Background: an optimization exercise with open tools, aiming at small area and a short achievable clock period. Do not read the settings as production practice. In this exercise RTL edits were held to simulation tests only and were not proved equivalent to the original. Power figures rest on the tool's default switching activity, not on a simulated workload.

<file path="flow/design.v">
module rcore_iu_alu(
    clk,
    rst_n,
    idu_iu_pipe_sel,
    idu_iu_inst_opcode,
    idu_iu_inst_src0,
    idu_iu_inst_src1,
    idu_iu_inst_src2,
    idu_iu_inst_dstid,
    iu_rb_dstid,
    iu_rb_data_vld,
    iu_rb_data
);
input                       clk;
input                       rst_n;
input                       idu_iu_pipe_sel;
input           [7  :0]     idu_iu_inst_opcode;
input           [63 :0]     idu_iu_inst_src0;
input           [63 :0]     idu_iu_inst_src1;
input           [63 :0]     idu_iu_inst_src2;
input           [7  :0]     idu_iu_inst_dstid;
output          [7  :0]     iu_rb_dstid;
output          [63 :0]     iu_rb_data;
output                      iu_rb_data_vld;
reg                         result_data_vld_r;
reg             [7  :0]     inst_dstid_r;
reg             [63 :0]     result_sum_r;
reg                         result_w32_r;
wire            [3  :0]     op = idu_iu_inst_opcode[3:0];
wire                        op_sub = op[2] | (op[1] & op[0]);
wire                        op_w32 = ~op[0];
wire            [63 :0]     src1_inv = idu_iu_inst_src1 ^ {64{op_sub}};
wire            [63 :0]     sum      = idu_iu_inst_src0 + src1_inv + {63'b0, op_sub};
always @(posedge clk or negedge rst_n)
begin
    if (!rst_n)
        result_data_vld_r <= 1'b0;
    else
        result_data_vld_r <= idu_iu_pipe_sel;
end
always @(posedge clk)
begin
    inst_dstid_r[7:0]  <= idu_iu_inst_dstid[7:0];
    result_sum_r[63:0] <= sum[63:0];
    result_w32_r       <= op_w32;
end
assign iu_rb_data_vld    = result_data_vld_r;
assign iu_rb_dstid[7:0]  = inst_dstid_r[7:0];
assign iu_rb_data[31:0]  = result_sum_r[31:0];
assign iu_rb_data[63:32] = result_w32_r ? {32{result_sum_r[31]}} : result_sum_r[63:32];
endmodule
module rcore_iu_top(
    clk,
    rst_n,
    idu_iu_pipe_sel,
    idu_iu_inst_opcode,
    idu_iu_inst_src0,
    idu_iu_inst_src1,
    idu_iu_inst_src2,
    idu_iu_inst_dstid,
    iu_rb_dstid,
    iu_rb_data_vld,
    iu_rb_data
);
input                       clk;
input                       rst_n;
input           [4  :0]     idu_iu_pipe_sel;
input           [7  :0]     idu_iu_inst_opcode;
input           [63 :0]     idu_iu_inst_src0;
input           [63 :0]     idu_iu_inst_src1;
input           [63 :0]     idu_iu_inst_src2;
input           [7  :0]     idu_iu_inst_dstid;
output          [7  :0]     iu_rb_dstid;
output          [63 :0]     iu_rb_data;
output                      iu_rb_data_vld;
wire            [7  :0]     idu_iu_inst_opcode_w;
wire            [63 :0]     idu_iu_inst_src0_w;
wire            [63 :0]     idu_iu_inst_src1_w;
wire            [63 :0]     idu_iu_inst_src2_w;
wire            [7  :0]     idu_iu_inst_dstid_w;
wire                        idu_iu_pipe_sel_alu;
rcore_iu_alu x_rcore_iu_alu (
  .clk                      (clk),
  .rst_n                    (rst_n),
  .idu_iu_pipe_sel          (idu_iu_pipe_sel_alu),
  .idu_iu_inst_opcode       (idu_iu_inst_opcode_w),
  .idu_iu_inst_src0         (idu_iu_inst_src0_w),
  .idu_iu_inst_src1         (idu_iu_inst_src1_w),
  .idu_iu_inst_src2         (idu_iu_inst_src2_w),
  .idu_iu_inst_dstid        (idu_iu_inst_dstid_w),
  .iu_rb_dstid              (iu_rb_dstid),
  .iu_rb_data_vld           (iu_rb_data_vld),
  .iu_rb_data               (iu_rb_data)
);
assign idu_iu_inst_opcode_w[7:0] = idu_iu_inst_opcode[7:0];
assign idu_iu_inst_src0_w[63:0]  = idu_iu_inst_src0[63 :0];
assign idu_iu_inst_src1_w[63:0]  = idu_iu_inst_src1[63:0];
assign idu_iu_inst_src2_w[63:0]  = idu_iu_inst_src2[63:0];
assign idu_iu_inst_dstid_w[7:0]  = idu_iu_inst_dstid[7:0];
assign idu_iu_pipe_sel_alu       = idu_iu_pipe_sel[0];
endmodule
</file>
<file path="flow/run.sh">
#!/bin/bash
# synth_recipe.tcl (not shown) runs the flow's synth.tcl, then flattens the netlist and writes it again
# the make line also repeats each setting of config.mk as NAME=value (left out here)
make -C /OpenROAD-flow-scripts/flow DESIGN_CONFIG=/design/flow/config.mk WORK_HOME=/design/flow/orfs CLKGATE_MAP_FILE= SYNTH_SCRIPT=/design/flow/synth_recipe.tcl finish
</file>
<file path="flow/config.mk">
export PLATFORM = sky130hd
export DESIGN_NAME = rcore_iu_top
export DESIGN_NICKNAME = rcore_iu_top
export VERILOG_FILES = /design/flow/design.v
export SDC_FILE = /design/flow/constraint.sdc
export NUM_CORES = 4
export LEC_CHECK = 0
export CAP_MARGIN = 20
export CORE_MARGIN = 2
export CORE_UTILIZATION = 40
export SLEW_MARGIN = 20
</file>
<file path="flow/constraint.sdc">
create_clock -name core_clock -period 8.0 [get_ports {clk}]
set_input_delay 1.6000 -clock core_clock [delete_from_list [all_inputs] [get_ports {clk}]]
set_output_delay 1.6000 -clock core_clock [all_outputs]
set_load 0.01 [all_outputs]
</file>
==> results of run 1 <==
synth_stat cells, types with 4 or more instances:
cell	n	area [um^2]
ha_1	68	851
dfxtp_1	73	1460
xnor2_1	103	902
nor4_1	6	37.5
inv_1	55	206
o21bai_1	17	128
o21a_1	11	82.6
nand3_1	15	75.1
buf_4	32	240
nor2_1	51	191
nand2_1	60	225
nand4_1	21	131
nand2b_1	6	37.5
nor3_1	9	45.0
a21o_1	36	270
and3_1	6	37.5
clkbuf_1	41	154
o31ai_1	4	30.0
xor2_1	22	193
a21oi_1	75	375
o21ai_0	66	330
a31oi_1	8	50.1
cells in the final DEF, fill, tap and decap left out, drive strengths merged, types with 17 or more instances in the layout:
master	synthesis	routed
clkdlybuf4s50	0	214
xnor2	103	103
a21oi	76	76
dfxtp	73	73
ha	68	68
o21ai	68	68
nand2	60	60
inv	55	55
nor2	51	51
a21o	36	36
xor2	22	22
nand4	21	21
o21bai	17	17
sequential cells by signal (all words and copies together), names as in the netlist:
register / flops
x_rcore_iu_alu.result_w32_r: 1
x_rcore_iu_alu.result_sum_r: 64
x_rcore_iu_alu.inst_dstid_r: 8
x_rcore_iu_alu.result_data_vld_r: 1
cell families after synthesis:
group                      after synthesis
adders and majority gates               69
buffers and inverters                  128
AOI/OAI and AO/OA                      258
xor gates and xnor gates               125
DFF                                     74
and+or+nand+nor                        191
metrics by stage:
stage | hold WS, ps | area (um^2)
final | 1400 | 8960
after global placement | 1750 | 8650
after global routing | 1390 | 8960
after floorplan | 1300 | 6600
after CTS | 1390 | 8960
after detailed placement | 1760 | 8650
path summary, 6_finish.rpt:
kind	start	to	slack, ps	cells past startpoint
setup / recovery	idu_iu_inst_opcode[0]	x_rcore_iu_alu.result_sum_r[62]$_DFF_P_	2220	14
hold / removal	rst_n	x_rcore_iu_alu.result_data_vld_r$_DFF_PN0_	1400	1
max in group asynchronous	rst_n	x_rcore_iu_alu.result_data_vld_r$_DFF_PN0_	6490	1
min in group core_clock	idu_iu_pipe_sel[0]	x_rcore_iu_alu.result_data_vld_r$_DFF_PN0_	1700	1
report_power, final:
part           total, mW  switching, mW  internal, mW
Clock              0.418          0.161         0.257
Combinational       1.03          0.518         0.513
Sequential         0.525         0.0309         0.494
metal layers:
layer | up-vias | wire length, um | track usage (%)
met5 | - | 0 | 0
met4 | 0 | 452 | 8.18
met3 | 27 | 898 | 3.60
met2 | 193 | 8730 | 36.0
met1 | 2843 | 9370 | 29.5
li1 | 3236 | - | -
final cells by class:
cell class,instances,area [um^2]
clock inverter,5,52.6
timing repair buffer,217,2160
multi-input combinational,643,4520
fill,1588,7040
sequential,74,1490
clock buffer,11,253
tap,216,270
inverter,55,206
critical path, stage by stage:
cell and delay [ps]:
clkdlybuf4s50_1 470, a21oi_4 710, buf_4 530, xnor2_1 160, ha_1 390, a211oi_1 230
o21ai_0 180, a31oi_1 340, o21ai_0 160, a21oi_1 220, o221ai_1 180, a41o_1 320
a221oi_1 300, xnor2_1 200
==> impl_results.md, run 1 <==
* Vias in the first global route at 6087
* Run status: timing/DRC/antenna clean
* Root buffer cell: clkbuf_16
* Residual DRC at 0
* Rel. slew slack at between 40% and 50%
* Post-Place Cells at 1205
* Pin slew with the least headroom to its limit at 885 ps
* Main synth FF type: dfxtp_1
* Share of layout cells above drive strength 1 at 2.99%
* Final period util at 72.2%
* Max-cap violations at 0
* Critical Path RT at ~8300 ps
* P&R area growth vs syn at 35.7%
* Largest net degree at the start of global routing at 34
* GRT Util Overall at 22.1%
* DIE AREA at 17500 um^2
* Slew Limit Fails at 0
* Diodes inserted at 0
* Synth warn at 1
* Largest family of logic cells by synthesized area: compound AO/OA/AOI/OAI gates
* Setup TNS at 0 ps
* Xor and xnor area share after synthesis at approximately 17%
* Max Clk Rate at 173 MHz
* Worst-path fanout max at 27
* Setup ws final at 2220 ps
* Critical path data arrival time at 6030 ps
* CP startpoint kind: primary input
* Initial Util at 41.2%
* Post-layout util at 56.0%
* Netlist cell types at 65
* Clock tree buffer depth at 2
* CTS resizes at 0
* Number of enable flip-flop cells after synthesis at 0
* Adder-Cell Fraction of Synth Area at a little over an eighth
* Hold Vio Cnt, Final at 0
* Critical path class: primary input to register
* CTS tree: yes
* Post-synthesis cell count at about 850
* Mapped Nets at 1129
* Hold buffer count at CTS at 0
* FFs w/ async S/R, synth at around 1.4%
* Power Total at 1.97 mW
* PD cells at 220 nW/um^2
* Cts bufs inserted at 9
* Register bit total from synthesis at 74
* Non-filler instance count after layout at roughly 1.2k
* Initial drt markers at 450
* Drt total wl at slightly below 20000 um
* IO Port Bufs at 214
* Static Leakage at about 3.8 nW
* Multiplexer share of the synthesized area at 0%
* Worst VDD drop at 0.000106 V
* Hold Path Class: primary input to asynchronous set/reset pin
* Routed Antenna Nets at 0
* Initial antenna violation count at 0
* Mean Syn Cell Area at 7.81 um^2
* Nets at 1284
* Clock slew at reported path FFs at approximately 60 ps
* Wire length per cell at 15.9 um
* Synth Area in Compound Gates at ~25%
* GPL Wtd Cong at between 0.8 and 0.9
* Die H at 132 um
* Core area at 16000 um^2
* Post-place setup slack at 1900 ps
* Min Clock Period, post-route at 5780 ps
* # setup viols final at 0
* I/O Pins at 288
* Crit end category: register
* Unrepaired setup endpoints after global routing: false
* Clock sink total at 74
* Post-CTS Setup Inserts at 0
* DP HPWL at 15900 um
* Grt ovf at 0
* DR vias/cell at 5.16
* Row count at 46
* Vias at 6299
* First-pass GRT wire length at ~31000 um
* Post-Syn Area at between 6000 and 7000 um^2
* Die span in x at roughly 130 um
* # H-tree levels at 3
* Simple-Gate Fraction of Synth Area at around 14%
* Seq/Total Area, Yosys at 22.5%
* First-pass DRT Iterations at 5
==> run 2, diff against run 1 <==
--- a/flow/config.mk
+++ b/flow/config.mk
@@ -8,4 +8,5 @@
 export CAP_MARGIN = 20
 export CORE_MARGIN = 2
 export CORE_UTILIZATION = 40
+export SETUP_SLACK_MARGIN = 4
 export SLEW_MARGIN = 20
==> impl_results.md, run 2 <==
* Crit path top cell by count: a31o_4
* Multi-input gate area at 5510 um^2 (+22%)
* First-pass GRT wire length at 33700 um (+7.5%)
* Mean Syn Cell Area at 7.81 um^2 (unchanged)
* Synth Area in Compound Gates at 24.8% (unchanged)
* Power Total at 2.20 mW (+11%)
* Hold Path Class: primary input to asynchronous set/reset pin
* Root buffer cell: clkbuf_16
* CTS tree: yes
* Slew Limit Fails at 0 (unchanged)
* Simple-Gate Fraction of Synth Area at 13.8% (unchanged)
* Clock sink total at 74 (unchanged)
* DR vias/cell at 5.21 (+1.1%)
* Largest register FFs at 64 (unchanged)
* Post-Syn Area at 6600 um^2 (unchanged)
* Largest family of logic cells by synthesized area: compound AO/OA/AOI/OAI gates
* Xor and xnor area share after synthesis at 16.6% (unchanged)
* CP max stage delay at 440 ps (-270 ps)
* Share of the synthesized area in the top cell type at 22.1% (unchanged)
* First-pass DRT Iterations at 5 (unchanged)
* Clock tree buffer depth at 2 (unchanged)
* Routed met2 length at 10300 um (+17%)
* DP HPWL at 15700 um (-1.1%)
* Mapped Nets at 1129 (unchanged)
* Final period util at 53.5% (-19 points)
* PD cells at 206 nW/um^2 (-6.4%)
* Clock slew at reported path FFs at 60 ps (about the same)
* CP startpoint kind: primary input
* Post-layout util at 66.6% (+11 points)
* Setup TNS at 0 ps (unchanged)
* # H-tree levels at 3 (unchanged)
* Register bit total from synthesis at 74 (unchanged)
* Adder-Cell Fraction of Synth Area at 13.2% (unchanged)
* Run status: timing/DRC/antenna clean
* IO Port Bufs at 214 (unchanged)
* GRT Util Overall at 23.8% (+1.7 points)
* Share of layout cells above drive strength 1 at 22.1% (+19 points)
* Routed length on met3 at 1460 um (+63%)
* Post-synthesis cell count at 845 (unchanged)
* Die H at 132 um (unchanged)
* Post-place setup slack at 1850 ps (-44.8 ps)
* Multiplexer share of the synthesized area at 0% (unchanged)
* Critical path class: primary input to register
* Leading post-synthesis cells by cell area: dfxtp_1 (22%), xnor2_1 (14%), ha_1 (13%)
* Max Clk Rate at 234 MHz (+35%)
* Largest net degree at the start of global routing at 34 (unchanged)
* Grt ovf at 0 (unchanged)
* Routed Antenna Nets at 0 (unchanged)
* Rel. slew slack at 53.1% (+12 points)
* Die span in x at 132 um (unchanged)
* Crit end category: register
* Most common cell after layout, fill and taps aside: clkdlybuf4s50_1
* Most frequent cells in the layout: clkdlybuf4s50_1 (206), xnor2_1 (87), dfxtp_1 (73)
* Hold Vio Cnt, Final at 0 (unchanged)
* Max-cap violations at 0 (unchanged)
* WL met1 at 9750 um (+4.0%)
* Nets at 1361 (+6.0%)
* Cts bufs inserted at 9 (unchanged)
* GPL Wtd Cong at 0.869 (-2.1%)
* FFs w/ async S/R, synth at 1.35% (unchanged)
* Initial antenna violation count at 0 (unchanged)
* Residual DRC at 0 (unchanged)
* Filler Cells Inserted at 1432 (-9.8%)
* Netlist cell types at 65 (unchanged)
* I/O Pins at 288 (unchanged)
* Unrepaired setup endpoints after global routing: true
* Wire length per cell at 16.9 um (+5.8%)
* Initial drt markers at 401 (-11%)
* Vias at 6763 (+7.4%)
* # setup viols final at 0 (unchanged)
* Worst VDD drop at 0.000108 V (+1.9%)
* Biggest register: x_rcore_iu_alu.result_sum_r
* Setup ws final at 3720 ps (+1500 ps)
* Vias in the first global route at 6493 (+6.7%)
* Critical Path RT at 8210 ps (-40 ps)
* Core area at 16000 um^2 (unchanged)
* Seq/Total Area, Yosys at 22.5% (unchanged)
* Leading area contributor after synthesis: dfxtp_1
* Row count at 46 (unchanged)
* Synth warn at 1 (unchanged)
* Drt total wl at 21900 um (+12%)
* Top Layer Used: met4
* Min Clock Period, post-route at 4280 ps (-1500 ps)
* Worst-path fanout max at 4 (-85%)
* Critical path data arrival time at 4480 ps (-1550 ps)
* Largest registers: x_rcore_iu_alu.result_sum_r: 64 flops, x_rcore_iu_alu.inst_dstid_r: 8 flops
* Cell with the most instances after synthesis: xnor2_1
* Number of enable flip-flop cells after synthesis at 0 (unchanged)
* CP max-delay cell: clkdlybuf4s50_1
* Critical path, cell by cell: clkdlybuf4s50_1, xnor2_2, ha_1, o21a_1, o311a_1, a31o_4, o2bb2ai_4, o41a_1, a31o_4, a31o_4, a41oi_2, a311oi_2
* P&R area growth vs syn at 61.5%
* Storage cell area at 1490 um^2 (unchanged)
* Hold buffer count at CTS at 0 (unchanged)
* Diodes inserted at 0 (unchanged)
* Static Leakage at 4.45 nW (+17%)
* Hold WS at 1390 ps (-14.1 ps)
* Top cells by count, synth: xnor2_1 (103), a21oi_1 (75), dfxtp_1 (73)
* Main synth FF type: dfxtp_1
* Pin slew with the least headroom to its limit at 696 ps (-189 ps)
* DIE AREA at 17500 um^2 (unchanged)
* Initial Util at 41.2% (unchanged)
==> run 2: stage by stage <==
step	area (um^2)	instances
finish	10700	1297
detailed placement	8710	1205
global route	10700	1297
floorplan	6720	845
CTS	10100	1278
global placement	8710	1205
==> run 2: layout make-up <==
class	instances	area share (%)
repair buffers	293	27.3
clock buffers	12	2.22
flip-flops and latches	74	13.9
well taps	216	2.54
inverters	55	1.94
clock inverters	3	0.399
multi-input cells	644	51.7
==> run 2: timing repair <==
action	in CTS	in global routing
endpoints found under the setup margin	91	34
gates cloned	2	0
pin swaps	67	39
setup buffers	56	19
gates resized for setup	169	67
==> run 2: worst max-delay path, delay by kind of cell <==
family | cells | cell delay, ps
buf+inv | 1 | 440
compound gates | 9 | 1950
fa+ha+maj | 1 | 340
xor+xnor | 1 | 150
==> run 2: power breakdown <==
group,switching [mW],leakage [nW],internal [mW]
logic,0.620,3.69,0.658
registers,0.0300,0.628,0.494
clock network,0.156,0.133,0.240
total,0.806,4.45,1.39
==> run 2: path summary, 6_finish.rpt <==
check,start,to,slack (ps),cells after the start
max in group asynchronous,rst_n,x_rcore_iu_alu.result_data_vld_r$_DFF_PN0_,6510,1
hold / removal,rst_n,x_rcore_iu_alu.result_data_vld_r$_DFF_PN0_,1390,1
min in group core_clock,idu_iu_inst_opcode[0],x_rcore_iu_alu.result_w32_r$_DFF_P_,1570,3
setup / recovery,idu_iu_inst_src1[3],x_rcore_iu_alu.result_sum_r[60]$_DFF_P_,3720,12
==> run 2: per-layer routing <==
metal / vias up / GRT usage, %
li1: 3395 / -
met1: 3113 / 31.0
met2: 230 / 39.1
met3: 25 / 6.25
met4: 0 / 6.51
met5: - / 0
==> run 2: cell families (layout without fill, tap and decap cells) <==
logic type	after synthesis	in the layout
AOI/OAI and AO/OA	258	259
xor gates and xnor gates	125	125
buffers and inverters	128	363
and+or+nand+nor	191	191
adders and majority gates	69	69
DFF	74	74
==> run 3, diff against run 2 <==
==> flow/flow/run.sh (new file) <==
#!/bin/bash
# Standard ORFS layout, with the ports buffered by the smallest plain buffer
# instead of the delay buffer buffer_ports picks by default.
set -euo pipefail
export BUFFER_PORTS_ARGS="-buffer_cell sky130_fd_sc_hd__buf_1"
bash standard.sh > standard.log 2>&1
==> flow/standard.sh (new file) <==
#!/bin/bash
# synth_recipe.tcl (not shown) runs the flow's synth.tcl, then flattens the netlist and writes it again
# the make line also repeats each setting of config.mk as NAME=value (left out here)
make -C /OpenROAD-flow-scripts/flow DESIGN_CONFIG=/design/flow/config.mk WORK_HOME=/design/flow/orfs CLKGATE_MAP_FILE= SYNTH_SCRIPT=/design/flow/synth_recipe.tcl "${@:-finish}"
--- a/flow/config.mk
+++ b/flow/config.mk
@@ -8,5 +8,4 @@
 export CAP_MARGIN = 20
 export CORE_MARGIN = 2
 export CORE_UTILIZATION = 40
-export SETUP_SLACK_MARGIN = 4
 export SLEW_MARGIN = 20
removed: flow/run.sh
==> impl_results.md, run 3 <==
* Run status: timing/DRC/antenna clean
* Routed Antenna Nets at 0 (unchanged)
* Switching pwr at 0.703 mW (-13%)
* Row count at 46 (unchanged)
* Power share of the clock group at 23.8% (+5.8 points)
* Share of layout cells above drive strength 1 at 2.89% (-19 points)
* First-pass GRT wire length at 28500 um (-15%)
* CTS resizes at 0 (-100%)
* Setup TNS at 0 ps (unchanged)
* Rel. slew slack at 32.5% (-21 points)
* Crit end category: register
* Drt total wl at 18100 um (-17%)
* Mean Syn Cell Area at 7.81 um^2 (unchanged)
* Setup ws final at 2770 ps (-954 ps)
* Hold buffer count at CTS at 0 (unchanged)
* CP max-delay cell: buf_4
* Wire length per cell at 14.8 um (-12%)
* Main synth FF type: dfxtp_1
* Leading post-synthesis cells by cell area: dfxtp_1 (22%), xnor2_1 (14%), ha_1 (13%)
* DIE AREA at 17500 um^2 (unchanged)
* Die span in x at 132 um (unchanged)
* Critical path data arrival time at 5490 ps (+1010 ps)
* CP max stage delay at 540 ps (+100 ps)
* Post-synthesis cell count at 845 (unchanged)
* Netlist cell types at 65 (unchanged)
* Non-filler instance count after layout at 1220 (-5.9%)
* Root buffer cell: clkbuf_16
* Filler Cells Inserted at 1722 (+20%)
* Hold Path Class: primary input to asynchronous set/reset pin
* Biggest register: x_rcore_iu_alu.result_sum_r
* Static Leakage at 3.20 nW (-28%)
* Pin slew with the least headroom to its limit at 1010 ps (+315 ps)
* Die H at 132 um (unchanged)
* Worst VDD drop at 0.000107 V (-1.2%)
* Max Clk Rate at 191 MHz (-18%)
* Cts bufs inserted at 9 (unchanged)
* Leading area contributor after synthesis: dfxtp_1
* Unrepaired setup endpoints after global routing: false
* Diodes inserted at 0 (unchanged)
* Min Clock Period, post-route at 5230 ps (+954 ps)
* Cell with the most instances after synthesis: xnor2_1
* Fin area at 7610 um^2 (-29%)
* Top cells by count, synth: xnor2_1 (103), a21oi_1 (75), dfxtp_1 (73)
* Hold WS at 1000 ps (-389 ps)
* Seq/Total Area, Yosys at 22.5% (unchanged)
* Number of enable flip-flop cells after synthesis at 0 (unchanged)
* Initial antenna violation count at 0 (unchanged)
* Mapped Nets at 1129 (unchanged)
* Seq pwr share at 29.6% (+5.8 points)
* Post-Syn Area at 6600 um^2 (unchanged)
* DR vias/cell at 5.18 (-0.67%)
* Max-cap violations at 0 (unchanged)
* Vias in the first global route at 5725 (-12%)
* Largest registers: x_rcore_iu_alu.result_sum_r: 64 flops, x_rcore_iu_alu.inst_dstid_r: 8 flops
* Largest register FFs at 64 (unchanged)
* Post-Place Cells at 1204 (-0.083%)
* Register bit total from synthesis at 74 (unchanged)
* FFs w/ async S/R, synth at 1.35% (unchanged)
* # setup viols final at 0 (unchanged)
* Share of the synthesized area in the top cell type at 22.1% (unchanged)
* GPL Wtd Cong at 0.870 (+0.14%)
* Most frequent cells in the layout: buf_1 (214), xnor2_1 (103), a21oi_1 (74)
* Clock tree buffer depth at 2 (unchanged)
* Vias at 6319 (-6.6%)
* Synth warn at 1 (unchanged)
* Critical path, cell by cell: buf_1, a21oi_4, buf_4, xnor2_1, ha_1, a211oi_1, o21ai_0, a31oi_1, o21ai_0, a21oi_1, o221ai_1, a41o_1, a221oi_1, xnor2_1
* Sw Ratio at 39.4% (+2.7 points)
* Initial Util at 41.2% (unchanged)
* I/O Pins at 288 (unchanged)
* Final period util at 65.4% (+12 points)
* GRT Util Overall at 20.1% (-3.8 points)
* Nets at 1283 (-5.7%)
* Most common cell after layout, fill and taps aside: buf_1
* Residual DRC at 0 (unchanged)
* PD cells at 234 nW/um^2 (+14%)
* Slew Limit Fails at 0 (unchanged)
* Largest net degree at the start of global routing at 34 (unchanged)
* Post-Place Cell Area at 7310 um^2 (-16%)
* Logic pwr share at 46.6% (-12 points)
* CP startpoint kind: primary input
* Worst-path fanout max at 33 (+29)
* Clock sink total at 74 (unchanged)
* P&R area growth vs syn at 15.3%
* IO Port Bufs at 214 (unchanged)
* Core area at 16000 um^2 (unchanged)
* Initial drt markers at 294 (-27%)
* Critical path class: primary input to register
* Critical Path RT at 8250 ps (+40 ps)
* Cell family with most CP delay: compound AO/OA/AOI/OAI gates
* First-pass DRT Iterations at 5 (unchanged)
* Post-CTS Setup Inserts at 0 (-100%)
* Grt ovf at 0 (unchanged)
* CTS tree: yes
* Clock slew at reported path FFs at 60 ps (about the same)
* Crit path buffers/inverters at 2 (+1)
* DP HPWL at 14700 um (-6.1%)
* Internal power at 1.08 mW (-22%)
* # H-tree levels at 3 (unchanged)
* Post-place setup slack at 2470 ps (+615 ps)
* Hold Vio Cnt, Final at 0 (unchanged)
run 3: area by class of cell:
class                   instances  area, um^2  area share [%]
multi-input cells             643        4520            59.4
flip-flops and latches         74        1490            19.5
repair buffers                216         818            10.8
well taps                     216         270            3.55
clock buffers                  11         253            3.32
inverters                      55         206            2.71
clock inverters                 5        52.6           0.690
run 3: per-layer routing:
layer	track usage, %	vias to the layer above	wire length (um)
met3	3.60	28	929
li1	-	3235	-
met1	27.3	2848	8730
met5	0	-	0
met4	6.39	0	341
met2	32.2	208	8060
run 3: stage by stage:
stage	total power, mW	utilization [%]
final	1.78	47.6
after global routing	1.91	47.6
after CTS	1.80	47.6
after detailed placement	1.37	45.7
after global placement	1.36	45.7
after floorplan	1.19	-
run 3: path summary, 6_finish.rpt:
kind,end,from,slack [ps],cells after the start
setup / recovery,x_rcore_iu_alu.result_sum_r[62]$_DFF_P_,idu_iu_inst_opcode[1],2770,14
max in group asynchronous,x_rcore_iu_alu.result_data_vld_r$_DFF_PN0_,rst_n,6900,1
hold / removal,x_rcore_iu_alu.result_data_vld_r$_DFF_PN0_,rst_n,1000,1
min in group core_clock,x_rcore_iu_alu.inst_dstid_r[0]$_DFF_P_,idu_iu_inst_dstid[0],1340,1
run 3: cell families after synthesis:
family	share of synthesized area, %
adders and majority gates	13.2
xor gates and xnor gates	16.6
buffers and inverters	9.10
DFF	22.5
and+or+nand+nor	13.8
AOI/OAI and AO/OA	24.8
run 3: power by group through the flow:
stage / Sequential (mW) / Combinational, mW / Clock [mW]
CTS: 0.529 / 0.833 / 0.437
detailed placement: 0.537 / 0.829 / 0
finish: 0.528 / 0.831 / 0.423
floorplan: 0.526 / 0.668 / 0
global route: 0.539 / 0.921 / 0.451
global placement: 0.536 / 0.828 / 0
==> run 4, diff against run 3 <==
==> flow/flow/run.sh (replaced) <==
#!/bin/bash
# The standard ORFS layout (standard.sh) with these changes:
#  - ports buffered by sky130_fd_sc_hd__buf_1 instead of the delay buffer buffer_ports picks;
#  - extra ORFS settings given on the make command line: ADDER_MAP_FILE= SETUP_SLACK_MARGIN=4.5
set -euo pipefail
export BUFFER_PORTS_ARGS="-buffer_cell sky130_fd_sc_hd__buf_1"
bash standard.sh ADDER_MAP_FILE= SETUP_SLACK_MARGIN=4.5 finish > standard.log 2>&1
==> impl_results.md, run 4 <==
* Max Clk Rate at 241 MHz (+26%)
* Register bit total from synthesis at 74 (unchanged)
* Critical Path RT at 8270 ps (+20 ps)
* Top cells by count, synth: xnor2_1 (199), nand2_1 (135), nor2_1 (106)
* Row count at 59 (+28%)
* Worst-path fanout max at 6 (-82%)
* Drt total wl at 37100 um (+110%)
* Critical path data arrival time at 4430 ps (-1060 ps)
* Run status: timing/DRC/antenna clean
* First-pass DRT Iterations at 18 (+13)
* Crit path buffers/inverters at 4 (+2)
* Initial antenna violation count at 1 (+1)
* GPL Wtd Cong at 0.857 (-1.5%)
* Grt ovf at 0 (unchanged)
* Setup TNS at 0 ps (unchanged)
* Most common cell after layout, fill and taps aside: buf_1
* Mean Syn Cell Area at 7.24 um^2 (-7.3%)
* Mapped Nets at 1687 (+49%)
* CP max-delay cell: nor4_1
* I/O Pins at 288 (unchanged)
* Initial Util at 40.8% (-0.48 points)
* Root buffer cell: clkbuf_16
* Seq/Total Area, Yosys at 14.0% (-8.6 points)
* # H-tree levels at 3 (unchanged)
* DP HPWL at 23400 um (+59%)
* CTS tree: yes
* Critical path, cell by cell: buf_12, a21oi_4, buf_8, buf_12, buf_4, nor4_1, a22oi_2, nor3b_1, and2_1, nand2_1, o21ai_4, a31oi_4, o41ai_2, xor2_1
* GR peak layer: met2
* Cell with the most instances after synthesis: xnor2_1
* Main synth FF type: dfxtp_1
* Min Clock Period, post-route at 4160 ps (-1080 ps)
* DR vias/cell at 5.72 (+10%)
* Filler Cells Inserted at 2413 (+40%)
* Routed Antenna Nets at 0 (unchanged)
* Hold Path Class: primary input to asynchronous set/reset pin
* Vias in the first global route at 10.6k (+85%)
* Leading post-synthesis cells by cell area: xnor2_1 (16%), dfxtp_1 (14%), xor2_1 (6.6%)
* Initial drt markers at 852 (+190%)
* Static Leakage at 5.62 nW (+76%)
* Clock sink total at 74 (unchanged)
* Met3 usage at 2.29% (-1.3 points)
* Max-cap violations at 0 (unchanged)
* Core area at 26100 um^2 (+63%)
* Cts bufs inserted at 9 (unchanged)
* Hold Vio Cnt, Final at 0 (unchanged)
* Diodes inserted at 0 (unchanged)
* Share of layout cells above drive strength 1 at 26.3% (+23 points)
* Post-Syn Area at 10700 um^2 (+61%)
* Post-Place Cell Area at 11100 um^2 (+52%)
* Post-layout util at 55.7% (+8.2 points)
* Largest net degree at the start of global routing at 34 (unchanged)
* CP max stage delay at 370 ps (-170 ps)
* Crit end category: register
* Share of the synthesized area in the top cell type at 16.4% (-5.8 points)
* FFs w/ async S/R, synth at 1.35% (unchanged)
* Setup ws final at 3840 ps (+1080 ps)
* Critical path class: primary input to register
* # setup viols final at 0 (unchanged)
* GRT met2 Usage at 43.9% (+12 points)
* Crit path top cell by count: buf_12
* P&R area growth vs syn at 36.7%
* Slew Limit Fails at 0 (unchanged)
* IO Port Bufs at 214 (unchanged)
* Most frequent cells in the layout: buf_1 (177), xnor2_1 (155), nand2_1 (127)
* Leading area contributor after synthesis: xnor2_1
* Post-place setup slack at 2310 ps (-155 ps)
* Clock slew at reported path FFs at 70 ps (about the same)
* Post-synthesis cell count at 1472 (+74%)
* Clock tree buffer depth at 2 (unchanged)
* Fin area at 14600 um^2 (+91%)
* DIE AREA at 28000 um^2 (+59%)
* Wire length per cell at 18.2 um (+23%)
* Biggest register: x_rcore_iu_alu.result_sum_r
* Cell family with most CP delay: simple AND/OR/NAND/NOR gates
* Die H at 167 um (+26%)
* Synth warn at 1 (unchanged)
* Pin slew with the least headroom to its limit at 675 ps (-335 ps)
* Vias at 11.7k (+85%)
* CP startpoint kind: primary input
* Largest register FFs at 64 (unchanged)
* Met1 GRT Util at 31.4% (+4.1 points)
* Die span in x at 167 um (+26%)
* First-pass GRT wire length at 55800 um (+96%)
* Largest registers: x_rcore_iu_alu.result_sum_r: 64 flops, x_rcore_iu_alu.inst_dstid_r: 8 flops
* Nets at 1915 (+49%)
* Residual DRC at 0 (unchanged)
* Number of enable flip-flop cells after synthesis at 0 (unchanged)
* Netlist cell types at 96 (+48%)
* Unrepaired setup endpoints after global routing: true
* Worst VDD drop at 0.0000891 V (-16%)
* GRT Util Overall at 24.6% (+4.5 points)
* Final period util at 52.0% (-13 points)
* Rel. slew slack at 54.6% (+22 points)
* PD cells at 157 nW/um^2 (-33%)
==> run 4: layer usage <==
metal | share of wire, % | vias to the layer above
met4 | 3.0 | 0
met5 | 0 | -
met3 | 5.3 | 72
li1 | - | 5600
met1 | 43 | 5546
met2 | 49 | 454
==> run 4: cell families after synthesis <==
family	Yosys count	share of synthesized area, %
AO/OA/AOI/OAI	401	27.4
XOR/XNOR	283	23.7
adder cells (fa/ha/maj)	2	0.188
buffers and inverters	208	11.2
flip-flops	74	14.0
multiplexers	16	1.56
AND/OR/NAND/NOR	488	22.1
==> run 4: final cells by class <==
cell class	instances	area, um^2	area share, %
clock buffers	9	225	1.55
clock inverters	7	60.1	0.412
inverters	60	225	1.55
multi-input cells	1194	9560	65.6
flip-flops and latches	74	1490	10.2
well taps	335	419	2.88
repair buffers	361	2580	17.7
==> run 4: path summary, 6_finish.rpt <==
check	from	to	slack (ps)	cells past startpoint
worst min-delay path	rst_n	x_rcore_iu_alu.result_data_vld_r$_DFF_PN0_	990	1
worst max-delay path	idu_iu_inst_opcode[1]	x_rcore_iu_alu.result_sum_r[58]$_DFF_P_	3840	14
max in group asynchronous	rst_n	x_rcore_iu_alu.result_data_vld_r$_DFF_PN0_	6910	1
min in group core_clock	idu_iu_inst_dstid[7]	x_rcore_iu_alu.inst_dstid_r[7]$_DFF_P_	1330	1
==> run 4: what timing repair did <==
item / 4_1_cts / 5_1_grt
hold buffers: 0 / 0
cloned: 15 / 2
setup buffers: 92 / 37
setup endpoints to repair: 89 / 58
pin swaps: 98 / 77
gates resized for setup: 233 / 125
==> run 4: power breakdown <==
part	switching, mW	leakage, nW	internal, mW
Sequential	0.0371	0.628	0.480
Clock	0.196	0.131	0.216
Combinational	0.764	4.87	0.598
Total	0.997	5.62	1.29
==> run 4: through the flow <==
stage	hold WS (ps)	power [mW]	cells
after floorplan	1300	1.34	1472
after detailed placement	1360	1.53	1878
after global routing	994	2.42	2040
after global placement	1360	1.51	1878
final	993	2.29	2040
after CTS	983	2.16	2001
==> run 5, diff against run 4 <==
==> flow/flow/run.sh (replaced) <==
#!/bin/bash
# The standard ORFS layout (standard.sh) with these changes:
#  - ports buffered by sky130_fd_sc_hd__buf_1 instead of the delay buffer buffer_ports picks;
#  - extra ORFS settings given on the make command line: SETUP_SLACK_MARGIN=4.5
set -euo pipefail
export BUFFER_PORTS_ARGS="-buffer_cell sky130_fd_sc_hd__buf_1"
bash standard.sh SETUP_SLACK_MARGIN=4.5 finish > standard.log 2>&1
==> impl_results.md, run 5 <==
* Most frequent cells in the layout: buf_1 (211), xnor2_1 (91), dfxtp_1 (73)
* CP max stage delay at 390 ps (+20 ps)
* Post-synthesis cell count at 845 (-43%)
* Main synth FF type: dfxtp_1
* Clock sink total at 74 (unchanged)
* Largest registers: x_rcore_iu_alu.result_sum_r: 64 flops, x_rcore_iu_alu.inst_dstid_r: 8 flops
* Post-Syn Area at 6600 um^2 (-38%)
* Rel. slew slack at 60.1% (+5.5 points)
* Vias at 6903 (-41%)
* Top cells by count, synth: xnor2_1 (103), a21oi_1 (75), dfxtp_1 (73)
* Unrepaired setup endpoints after global routing: true
* Row count at 46 (-22%)
* Critical path, cell by cell: buf_12, a21oi_4, buf_12, buf_6, xnor2_1, ha_1, o21a_1, o311a_1, a31o_4, o2bb2ai_4, o41a_1, a31o_4, a31o_4, a41oi_2, a311oi_2
* Core area at 16000 um^2 (-39%)
* Leading post-synthesis cells by cell area: dfxtp_1 (22%), xnor2_1 (14%), ha_1 (13%)
* Seq/Total Area, Yosys at 22.5% (+8.6 points)
* Max-cap violations at 0 (unchanged)
* Power Total at 2.13 mW (-6.9%)
* Sw Ratio at 38.4% (-5.1 points)
* CP startpoint kind: primary input
* IO Port Bufs at 214 (unchanged)
* Biggest register: x_rcore_iu_alu.result_sum_r
* Drt total wl at 21000 um (-43%)
* Nets at 1377 (-28%)
* DR vias/cell at 5.25 (-8.2%)
* GPL Wtd Cong at 0.937 (+9.3%)
* Diodes inserted at 0 (unchanged)
* Seq pwr share at 24.5% (+1.9 points)
* Mean Syn Cell Area at 7.81 um^2 (+7.9%)
* Slew Limit Fails at 0 (unchanged)
* Wire length per cell at 16.0 um (-12%)
* Critical path class: primary input to register
* Most common cell after layout, fill and taps aside: buf_1
* Run status: timing/DRC/antenna clean
* Residual DRC at 0 (unchanged)
* Crit path top cell by count: a31o_4
* Crit end category: register
* GRT Util Overall at 22.8% (-1.8 points)
* Die H at 132 um (-21%)
* Post-Place Cells at 1205 (-36%)
* P&R area growth vs syn at 46.1%
* Worst-path fanout max at 4 (-2)
* Worst VDD drop at 0.000122 V (+37%)
* Multi-input gate area at 5560 um^2 (-42%)
* PD cells at 221 nW/um^2 (+41%)
* Hold Vio Cnt, Final at 0 (unchanged)
* First-pass DRT Iterations at 5 (-13)
* Register bit total from synthesis at 74 (unchanged)
* Mapped Nets at 1129 (-33%)
* Clock slew at reported path FFs at 60 ps (about the same)
* Final period util at 53.7% (+1.8 points)
* # setup viols final at 0 (unchanged)
* Non-filler instance count after layout at 1314 (-36%)
* First-pass GRT wire length at 32400 um (-42%)
* CTS tree: yes
* Vias in the first global route at 6477 (-39%)
* Post-layout util at 60.3% (+4.5 points)
* Worst Setup SP: idu_iu_inst_opcode[0]
* Initial antenna violation count at 0 (-1)
* Logic pwr share at 52.6% (-6.9 points)
* Largest net degree at the start of global routing at 34 (unchanged)
* DP HPWL at 14500 um (-38%)
* Max Clk Rate at 233 MHz (-3.3%)
* Leading area contributor after synthesis: dfxtp_1
* Largest register FFs at 64 (unchanged)
* Filler Cells Inserted at 1450 (-40%)
* Number of enable flip-flop cells after synthesis at 0 (unchanged)
* Grt ovf at 0 (unchanged)
* Critical Path RT at 8210 ps (-60 ps)
* Synth warn at 1 (unchanged)
* Critical path data arrival time at 4510 ps (+80 ps)
* Share of the synthesized area in the top cell type at 22.1% (+5.8 points)
* CP max-delay cell: o41a_1
* Static Leakage at 3.96 nW (-30%)
* Share of layout cells above drive strength 1 at 24.6% (-1.7 points)
* Setup TNS at 0 ps (unchanged)
* Initial Util at 41.2% (+0.48 points)
* Internal power at 1.31 mW (+1.4%)
* FFs w/ async S/R, synth at 1.35% (unchanged)
* # H-tree levels at 3 (unchanged)
* Netlist cell types at 65 (-32%)
* Hold buffer count at CTS at 0 (unchanged)
* Power share of the clock group at 22.8% (+4.8 points)
* Root buffer cell: clkbuf_16
* I/O Pins at 288 (unchanged)
* Hold Path Class: primary input to asynchronous set/reset pin
* Initial drt markers at 418 (-51%)
* Cts bufs inserted at 9 (unchanged)
* Die span in x at 132 um (-21%)
* Pin slew with the least headroom to its limit at 594 ps (-81.5 ps)
* Storage cell area at 1490 um^2 (-0.25%)
* Min Clock Period, post-route at 4300 ps (+143 ps)
* DIE AREA at 17500 um^2 (-37%)
* Switching pwr at 0.820 mW (-18%)
* Clock tree buffer depth at 2 (unchanged)
* Routed Antenna Nets at 0 (unchanged)
* Cell with the most instances after synthesis: xnor2_1
==> run 5: cell types whose count changed after synthesis, moves of 25 or more <==
cell     change
xor2_1      -58
a21o_1      +25
a22o_1      -26
nand2_1     -75
xnor2_1     -96
nand3_1     -68
or3_1       -33
nor2_1      -55
ha_1        +68
==> run 5: routing by layer <==
metal / up-vias / GRT usage [%] / share of wire, %
met5: - / 0 / 0
met4: 0 / 7.59 / 2.0
met3: 31 / 2.84 / 4.4
met2: 213 / 37.6 / 48
met1: 3227 / 30.9 / 46
li1: 3432 / - / -
==> run 5: worst paths after layout <==
kind,depth (start not counted),end,slack [ps]
max in group asynchronous,1,x_rcore_iu_alu.result_data_vld_r$_DFF_PN0_,6910
setup / recovery,15,x_rcore_iu_alu.result_sum_r[60]$_DFF_P_,3700
hold / removal,1,x_rcore_iu_alu.result_data_vld_r$_DFF_PN0_,1000
min in group core_clock,1,x_rcore_iu_alu.inst_dstid_r[6]$_DFF_P_,1340
==> run 5: worst max-delay path: cells and delay by family <==
family,cells,cell delay [ps]
buf+inv,3,360
compound gates,10,2110
fa+ha+maj,1,360
xor+xnor,1,60
==> run 5: power groups by stage <==
stage,Sequential (mW),Clock [mW],Combinational [mW]
2_1_floorplan,0.526,0,0.682
3_3_place_gp,0.531,0,0.839
3_5_place_dp,0.531,0,0.840
4_1_cts,0.524,0.499,1.02
5_1_grt,0.535,0.510,1.22
6_report,0.523,0.487,1.12
==> run 5: through the flow <==
step	worst slack [ps]	area, um^2	hold WS (ps)
floorplan	3510	6730	1300
global placement	2260	7380	1360
detailed placement	2230	7380	1370
CTS	3680	9050	994
global route	3590	9640	996
finish	3700	9640	997
==> run 5: layout make-up <==
class | instances | area share [%]
clock inverter | 5 | 1.04
multi-input combinational | 644 | 57.7
clock buffer | 11 | 2.62
tap | 216 | 2.80
timing repair buffer | 309 | 18.3
inverter | 55 | 2.14
sequential | 74 | 15.4
==> run 5: cells by family (layout without fill, tap and decap cells) <==
group                      Yosys count  after routing  share of synthesized area, %
AOI/OAI and AO/OA                  258            259                          24.8
xor gates and xnor gates           125            125                          16.6
adders and majority gates           69             69                          13.2
buffers and inverters              128            380                          9.10
DFF                                 74             74                          22.5
and+or+nand+nor                    191            191                          13.8
==> run 5: what timing repair did <==
item	CTS	global route
setup endpoints to repair	92	70
gates resized for setup	158	88
pin swaps	86	68
hold endpoints to repair	0	0
gates cloned	2	0
buffers inserted	67	24

re-timing with driven ports:
Ports are ideal in the flow. The routed layouts listed here were re-timed in OpenROAD. Step 1 assumes that a clkbuf_16 drives the clock port and a buf_2 every other input. Step 2 adds t to the input delays and takes it off the output delays; t is the mean of the earliest and latest rising clock arrival at the registers after step 1. Input paths then give back, and output paths get back, about the clock's delay inside the block. Slacks: ideal ports / drivers / drivers and shift; pairs: ideal ports / drivers.
| run | t, ns | slack for setup (ns) | worst setup path after step 2 | latest minus earliest clock arrival (ns) | worst register clock-pin slew, ns |
|---|---|---|---|---|---|
| run 1 | 0.379 | 2.223 / 2.236 / 1.858 | input to register | 0.014 / 0.015 | 0.07 / 0.07 |
| run 2 | 0.388 | 3.723 / 3.727 / 3.339 | input to register | 0.012 / 0.012 | 0.06 / 0.06 |
| run 3 | 0.387 | 2.769 / 2.788 / 2.401 | input to register | 0.011 / 0.011 | 0.07 / 0.07 |
| run 4 | 0.393 | 3.844 / 3.826 / 3.433 | input to register | 0.014 / 0.014 | 0.07 / 0.07 |
| run 5 | 0.383 | 3.701 / 3.692 / 3.309 | input to register | 0.013 / 0.013 | 0.06 / 0.06 |
After both steps setup and hold are still met in every run listed. For run 4, which loses most, drivers alone change the setup slack by -0.018 ns; drivers and shift together by -0.411 ns.
